What follows belongs to an exercise in optimizing a design on an open flow for small area, a short achievable clock period and few clock cycles; a production flow would make more cautious choices. Where RTL was checked, it was by simulation tests only, not by an equivalence proof against the original.

## GenTrianglePoints
module GenTrianglePoints(
   i_clk, i_rst, i_start, i_v1, i_v2, i_v3,
   o_write, o_done, o_point
);
   parameter SCREEN_WIDTH = 640;
   parameter SCREEN_HEIGHT = 480;
   input         i_clk, i_rst, i_start;
   input [63:0]  i_v1, i_v2, i_v3;  
   output reg    o_write;
   output        o_done;
   output [31:0] o_point;           
   reg st_idle, st_dx, st_dy, st_box, st_mul, st_row, st_walk, st_sweep, st_down;
   reg [10:0] px, py;     
   reg        dir;        
   reg        rsf;        
   reg        hb;         
   reg [3:0]  pos;        
   reg        cxa0, cxa1, cxa2;   
   reg        cya0, cya1, cya2;   
   reg        cxr0, cxr1, cxr2;   
   reg        cyr0, cyr1, cyr2;   
   reg        cn0, cn1, cn2;      
   reg        cdbl, cpass;        
   reg        cdx, cdy;           
   reg [32:0] w0, w1, w2;
   function [32:0] ilv;
      input [14:0] fy, fx;
      integer i;
      begin
         ilv[32:30] = 3'b000;
         for (i = 0; i < 15; i = i + 1) begin
            ilv[2*i+1] = fy[i];
            ilv[2*i]   = fx[i];
         end
      end
   endfunction
  ...
Size: roughly 2,700 cells after synthesis, ~400 flip-flops, about 26,000 um^2 of cells after synthesis.
Settings: LEC_CHECK=0, CAP_MARGIN=30, CORE_MARGIN=2, CORE_UTILIZATION=30, SLEW_MARGIN=20; clock period 24.0 ns.
run.sh (not shown) runs the stock make flow with config.mk's settings and CLKGATE_MAP_FILE= SYNTH_SCRIPT=/design/flow/synth_recipe.tcl, a recipe that flattens the netlist after the stock synthesis.
Testbench counts at the start, summed over its fixed seeds: cycles 177,487.
Next try:
--- a/flow/design.v
+++ b/flow/design.v
@@ -57,24 +57,23 @@
    wire signed [14:0] fminx = minxf >>> 4;
    wire signed [14:0] fminy = minyf >>> 4;
    wire signed [14:0] fmaxy = maxyf >>> 4;
    wire signed [11:0] cminx = fminx[11:0] + {11'd0, |minxf[3:0]};
    wire signed [11:0] cminy = fminy[11:0] + {11'd0, |minyf[3:0]};
    wire signed [11:0] cmaxy = fmaxy[11:0] + {11'd0, |maxyf[3:0]};
    wire signed [11:0] bx0 = cminx[11] ? 12'sd0 : cminx;
    wire signed [11:0] by0 = cminy[11] ? 12'sd0 : cminy;
    wire signed [11:0] bx1 = (bx0 > SCREEN_WIDTH - 1) ? bx0 : SCREEN_WIDTH - 1;
    wire signed [11:0] ymx = {yhm, yhi};
    wire signed [11:0] mxy = (ymx > SCREEN_HEIGHT) ? SCREEN_HEIGHT : ymx;
-   wire signed [11:0] y0s = {1'b0, y};
-   wire signed [11:0] by1 = (mxy > y0s) ? mxy - 12'sd1 : y0s;
+   wire signed [11:0] by1 = (mxy > $signed({1'b0, y})) ? mxy - 12'sd1 : {1'b0, y};
    function [19:0] opnd;
       input [15:0] fx, fy;
       input        xa, ya, xr, yr;
       opnd = ({fx, 4'd0} & {20{xa}}) | ({fy, 4'd0} & {20{ya}}) |
              ({{4{fx[15]}}, fx} & {20{xr}}) | ({{4{fy[15]}}, fy} & {20{yr}});
    endfunction
    wire [19:0] mb0 = opnd(mx0, my0, cxa0, cya0, cxr0, cyr0) ^ {20{cn0}};
    wire [19:0] mb1 = opnd(mx1, my1, cxa1, cya1, cxr1, cyr1) ^ {20{cn1}};
    wire [19:0] mb2 = opnd(mx2, my2, cxa2, cya2, cxr2, cyr2) ^ {20{cn2}};
    wire [31:0] a0 = ({e0[30:0], 1'b0} & {32{cdbl}}) | (e0 & {32{cpass}}) |
                     ({{16{mx1[15]}}, mx1} & {32{cdx}}) | ({{16{my1[15]}}, my1} & {32{cdy}});
@@ -161,58 +160,58 @@
                            dyp0, dyp1, dyp2, dyn0, dyn1, dyn2);
    wire [10:0] xb = dir ? xlo : xhi;           
    wire [10:0] xa = dir ? xhi : xlo;           
    wire at_b = (x == xb);
    wire at_a = (x == xa);
    wire last_row = (y == yhi);
    wire fwd_ok    = ~at_a & ~ao_sum;
    wire walk_stop = at_b | bo_sum;
    wire emit = is_in & (st_sweep | (st_row & rsf));
    assign o_done  = st_idle;
    assign o_point = {5'd0, py, 5'd0, px};
-   wire cap = ~(st_dx | st_dy | st_box | st_mul | st_row | st_walk | st_sweep | st_down);
    wire mul_end  = st_mul & hb & (pos == 4'd0);
    wire row_fwd  = st_row & rsf & ~at_a;
    wire row_back = st_row & ~rsf;
    wire walk_mv  = st_walk & ~at_b;
    wire sw_fwd   = st_sweep & ~at_a;
    wire down_mv  = st_down;
    wire row_end  = (st_row & rsf & ~fwd_ok) | (st_sweep & ~fwd_ok);
-   wire n_dx    = cap & i_start;
-   wire n_dxc   = cap;                    
+   wire n_dx    = st_idle & i_start;
+   wire n_dxc   = st_idle;                
    wire n_dy    = st_dx;
    wire n_box   = st_dy;
    wire n_mul   = st_box | (st_mul & ~mul_end);
    wire n_row   = mul_end | down_mv;
    wire n_walk  = (st_row & ~rsf & ~bo_sum) | (st_walk & ~walk_stop);
    wire n_sweep = (st_row & rsf & fwd_ok) | (st_row & ~rsf & bo_sum) | (st_walk & walk_stop) |
                   (st_sweep & fwd_ok);
    wire n_down  = (row_end & ~last_row);
-   wire n_idle  = (cap & ~i_start) | (row_end & last_row);
+   wire n_idle  = (st_idle & ~i_start) | (row_end & last_row);
    wire n_dir = st_mul | (st_down ? ~dir : dir);
    wire n_rsf = st_mul | (st_down ? (at_a | ao_sum) : rsf);
    wire n_back = n_walk | (n_row & ~n_rsf);
    wire n_hb  = st_mul & ~hb;
    wire [3:0] n_pos = st_box ? 4'd14 : (hb ? pos - 4'd1 : pos);
    wire n_top = (n_pos == 4'd14);
    wire n_hi  = (n_pos >= 4'd4);
    wire nabit = (st_box ? by0[10] : (hb ? y[10] : x[10])) & n_hi;
    wire nb0 = w0[31];
    wire nb1 = w1[31];
    wire nb2 = w2[31];
    wire ndp0 = n_top ? (nabit | nb0) : (nabit & ~nb0);
    wire ndp1 = n_top ? (nabit | nb1) : (nabit & ~nb1);
    wire ndp2 = n_top ? (nabit | nb2) : (nabit & ~nb2);
    wire ndn0 = ~n_top & ~nabit & nb0;
    wire ndn1 = ~n_top & ~nabit & nb1;
    wire ndn2 = ~n_top & ~nabit & nb2;
+   wire cap = ~(st_dx | st_dy | st_box | st_mul | st_row | st_walk | st_sweep | st_down);
    wire e_en  = st_mul | row_fwd | row_back | walk_mv | sw_fwd | down_mv;
    wire [10:0] x_inc = x + 11'd1;
    wire [10:0] x_dec = x - 11'd1;
    wire x_fwd_mv  = row_fwd | sw_fwd;
    wire x_back_mv = row_back | walk_mv;
    always @(posedge i_clk) begin
       if (e_en) begin
          e0 <= s0;  e1 <= s1;  e2 <= s2;
       end
       if (cap | st_dx) begin
          mx0 <= cap ? {i_v1[14], i_v1[14:0]} : s0[15:0];
The changed run completed with no timing, DRC or antenna violations.
First-iteration DRC count increases by 13%.
Final area rises by 0.40%.
Die area rises by 0.50%.
Setup slack loses 0.36 ns.
Non-clock buffer count shrinks by 4.
Clock-buffer cell count is lower by 5.
Clock skew is higher by 0.020 ns.
Function not checked in the second run of this note: the RTL went through the layout flow alone.

-- afterwards: timing with drivers on the ports --
How much do the figures lean on ideal ports? The routed layouts below were timed once more, with nothing changed but the port constraints. Step 1 sets driving cells, clkbuf_16 on the clock port and buf_2 on the other inputs (assumed; they add their load-dependent delay and slew). Step 2 adds t to the input delays and takes it off the output delays; t is the mean of the earliest and latest rising clock arrival at the registers after step 1. Input paths then give back, and output paths get back, about the clock's delay inside the block. a / b / c = ideal ports / drivers / drivers and shift; a / b = the first two.
run	t (ns)	slack for setup (ns)	worst data-port slew with drivers (ns)
the first run	0.650	17.752 / 17.685 / 18.044	0.09
the second run	0.660	17.392 / 17.322 / 17.982	0.11
After both steps setup and hold are still met in every run listed.
